From an optimization exercise on the open Yosys and OpenROAD flow, aimed at small area; shortcuts taken in it are not production practice.

==> inputs of v2 <==
==> flow/design.v (excerpt) <==
module FIR_low_pass_filter(
	input clk,
	input rst,
	input [7:0]FIR_IN,
	output reg [16:0]FIR_OUT
);
reg [7:0] d0;
reg [7:0] d1;
reg [7:0] d2;
reg [7:0] d3;
reg [7:0] d4;
reg [7:0] d5;
reg [7:0] d6;
reg [7:0] d7;
reg [7:0] d8;
reg [8:0] r;
wire [8:0] r_next;
always @(posedge clk or negedge rst)
	if (!rst) begin
		d0 <= 8'b0;
		d1 <= 8'b0;
		d2 <= 8'b0;
		d3 <= 8'b0;
		d4 <= 8'b0;
		d5 <= 8'b0;
		d6 <= 8'b0;
		d7 <= 8'b0;
		d8 <= 8'b0;
		r <= 9'b0;
	end else begin
		d0 <= FIR_IN;
		d1 <= d0;
		d2 <= d1;
		d3 <= d2;
		d4 <= d3;
		d5 <= d4;
		d6 <= d5;
		d7 <= d6;
		d8 <= d7;
		r <= r_next;
	end
wire w1;
wire w2;
wire w4;
wire w5;
wire w7;
wire w8;
wire w10;
wire w11;
wire w13;
wire w14;
wire w16;
wire w17;
wire w19;
wire w20;
wire w22;
wire w23;
wire w25;
wire w26;
wire w28;
wire w29;
wire w31;
wire w32;
wire w34;
wire w35;
wire w37;
wire w38;
wire w40;
wire w41;
wire w43;
wire w44;
wire w46;
wire w48;
wire w50;
wire w52;
wire w54;
wire w56;
wire w58;
wire w59;
wire w61;
wire w62;
wire w64;
wire w65;
wire w67;
wire w68;
wire w70;
wire w71;
wire w73;
wire w75;
wire w77;
wire w79;
wire w81;
wire w83;
wire w85;
wire w86;
wire w88;
wire w90;
wire w92;
wire w94;
wire w96;
wire w98;
wire w100;
wire w101;
  ...
clock: 7.0 ns
lec_check: 0
cap_margin: 20
core_margin: 2
core_utilization: 40
cts_buf_list: sky130_fd_sc_hd__clkbuf_8
slew_margin: 20
synth_hierarchical: 1
synth_minimum_keep_size: 0
standard.sh (not shown) runs the stock make flow with config.mk's settings and CLKGATE_MAP_FILE= SYNTH_SCRIPT=/design/flow/synth_recipe.tcl, a recipe that flattens the netlist after the stock synthesis.
==> flow/flow/run.sh <==
#!/bin/bash
# Own layout flow: the standard flow (standard.sh) with synthesis unchanged and
# two layout settings changed: the ports are buffered with sky130_fd_sc_hd__buf_1
# instead of the default buffer, and CTS inserts no dummy loads (clock buffers
# clkbuf_8 as in config.mk). Each step's full output goes to its own log file here.
set -euo pipefail
bash standard.sh synth > synth.log 2>&1
bash standard.sh \
  BUFFER_PORTS_ARGS="-buffer_cell sky130_fd_sc_hd__buf_1" \
  CTS_ARGS="-sink_clustering_enable -repair_clock_nets -dont_use_dummy_load -buf_list sky130_fd_sc_hd__clkbuf_8" \
  finish > layout.log 2>&1
==> v35: changes against v2 <==
--- a/flow/config.mk
+++ b/flow/config.mk
@@ -10,4 +10,5 @@
 export CORE_UTILIZATION = 40
 export CTS_BUF_LIST = sky130_fd_sc_hd__clkbuf_8
+export SETUP_SLACK_MARGIN = -0.35
 export SLEW_MARGIN = 20
 export SYNTH_HIERARCHICAL = 1
==> flow_summary.json <==
{
  "cp_max_fo": 3,
  "wl_met3_microns": 251,
  "status": "complete, no violations",
  "slowest_delay_ns": 0.47,
  "clk_share_pct": 2.130,
  "fin_ws_ns": 0.1393,
  "routedWlPerCell_microns": 15.94,
  "path_depth": 24
}
-- figures above: v35

==> flow_summary.json <==
{
  "path_depth": 21,
  "routedWlPerCell_microns": 15.90,
  "post-route-drc-count": 0,
  "yosys.area_share.simple_pct": 1.747,
  "clk_share_pct": 2.086,
  "status": "complete, no violations",
  "fin_ws_ns": 0.3353,
  "wl_met3_microns": 241,
  "slowest_delay_ns": 0.56
}
-- figures above: v2

Function was not checked in any run of this note: the RTL went through the layout flow alone.


==> build 46: inputs <==
FIR_low_pass_filter, a different RTL version from the one above (not shown whole).
## FIR_low_pass_filter
module FIR_low_pass_filter(
	input clk,
	input rst,
	input [7:0]FIR_IN,
	output reg [16:0]FIR_OUT
);
reg [7:0] d0;
reg [7:0] d1;
reg [7:0] d2;
reg [7:0] d3;
reg [7:0] d4;
reg [7:0] d5;
reg [7:0] d6;
reg [7:0] d7;
reg [7:0] d8;
reg [8:0] r;
wire [8:0] r_next;
always @(posedge clk or negedge rst)
	if (!rst) begin
		d0 <= 8'b0;
		d1 <= 8'b0;
		d2 <= 8'b0;
		d3 <= 8'b0;
		d4 <= 8'b0;
		d5 <= 8'b0;
		d6 <= 8'b0;
		d7 <= 8'b0;
		d8 <= 8'b0;
		r <= 9'b0;
	end else begin
		d0 <= FIR_IN;
		d1 <= d0;
		d2 <= d1;
		d3 <= d2;
		d4 <= d3;
		d5 <= d4;
		d6 <= d5;
		d7 <= d6;
		d8 <= d7;
		r <= r_next;
	end
wire w1;
wire w2;
wire w4;
wire w5;
wire w7;
wire w8;
wire w10;
wire w11;
wire w13;
wire w14;
wire w16;
wire w17;
wire w19;
wire w20;
wire w22;
wire w23;
wire w25;
wire w26;
wire w28;
wire w29;
wire w31;
wire w32;
wire w34;
wire w35;
wire w37;
wire w38;
wire w40;
wire w41;
wire w43;
wire w45;
wire w47;
wire w49;
wire w51;
wire w53;
wire w55;
wire w56;
wire w58;
wire w60;
wire w62;
wire w64;
wire w65;
wire w67;
wire w68;
wire w70;
wire w71;
wire w73;
wire w74;
wire w76;
wire w77;
wire w79;
wire w81;
wire w83;
wire w85;
wire w87;
wire w89;
wire w91;
wire w92;
wire w94;
wire w96;
wire w98;
wire w100;
wire w102;
wire w104;
wire w106;
wire w107;
wire w109;
wire w110;
wire w112;
wire w113;
wire w115;
wire w117;
wire w119;
wire w121;
wire w123;
wire w125;
wire w127;
wire w128;
wire w130;
wire w132;
wire w134;
wire w136;
wire w138;
wire w140;
wire w142;
wire w143;
wire w145;
wire w147;
wire w149;
wire w151;
wire w153;
wire w155;
wire w157;
wire w158;
wire w160;
wire w161;
wire w163;
wire w164;
wire w166;
wire w168;
wire w170;
wire w172;
wire w174;
wire w176;
wire w178;
wire w179;
wire w181;
wire w183;
wire w185;
wire w187;
wire w189;
wire w191;
wire w193;
wire w194;
wire w196;
wire w198;
wire w200;
wire w202;
wire w204;
wire w206;
wire w208;
wire w209;
wire w211;
wire w213;
wire w215;
wire w217;
wire w218;
wire w220;
wire w221;
wire w223;
wire w224;
wire w226;
wire w227;
wire w229;
wire w230;
wire w232;
wire w234;
wire w236;
wire w238;
wire w240;
wire w242;
wire w244;
wire w245;
wire w247;
wire w249;
wire w251;
wire w253;
wire w255;
wire w257;
wire w259;
wire w261;
wire w263;
wire w265;
wire w266;
wire w268;
wire w269;
wire w271;
wire w272;
wire w274;
wire w275;
wire w277;
wire w279;
wire w281;
wire w283;
wire w285;
wire w287;
wire w289;
wire w290;
wire w292;
wire w294;
  ...
Settings: LEC_CHECK=0, CAP_MARGIN=20, CORE_MARGIN=2, CORE_UTILIZATION=40, CTS_BUF_LIST=sky130_fd_sc_hd__clkbuf_8, SLEW_MARGIN=20, SYNTH_HIERARCHICAL=1, SYNTH_MINIMUM_KEEP_SIZE=0; clock period 7.0 ns.
Scripts as last shown in full above: flow/flow/run.sh
==> trial 94 (differences from build 46) <==
- SETUP_SLACK_MARGIN: not set -> -0.25
==> notes.md <==
Global-route usage is the same in build 46 and trial 94. Die area is the same in trial 94 and build 46. Design area: build 46 is larger than trial 94 (3.0%). Clock skew is about the same in build 46 and trial 94.
No functional check of the RTL was part of any run of this note.

-- what the ideal ports hide --
No port has a modelled driver above. Below, the same layouts with a new extraction and two added sets of constraints. Step 1, drivers: a clkbuf_16 drives clk and a buf_2 each remaining input, both assumed. Step 2, shift: input delay + t, output delay - t, t = (earliest + latest rising clock arrival at the registers) / 2. This alone moves slack from input paths to output paths. a / b / c = ideal / step 1 / step 2; a / b = the first two.
run | t, ns | setup WS [ns] | hold WS [ns] | latest minus earliest clock arrival (ns) | worst data-port slew with drivers (ns)
v2 | 0.396 | 0.335 / 0.335 / 0.335 | 0.340 / 0.340 / 0.340 | 0.022 / 0.022 | 0.03
v35 | 0.396 | 0.139 / 0.139 / 0.139 | 0.340 / 0.340 / 0.340 | 0.022 / 0.022 | 0.03
build 46 | 0.388 | 0.376 / 0.376 / 0.376 | 0.349 / 0.349 / 0.349 | 0.024 / 0.024 | 0.03
trial 94 | 0.388 | 0.225 / 0.225 / 0.225 | 0.350 / 0.350 / 0.350 | 0.024 / 0.023 | 0.03
After both steps every run listed still meets setup and hold.
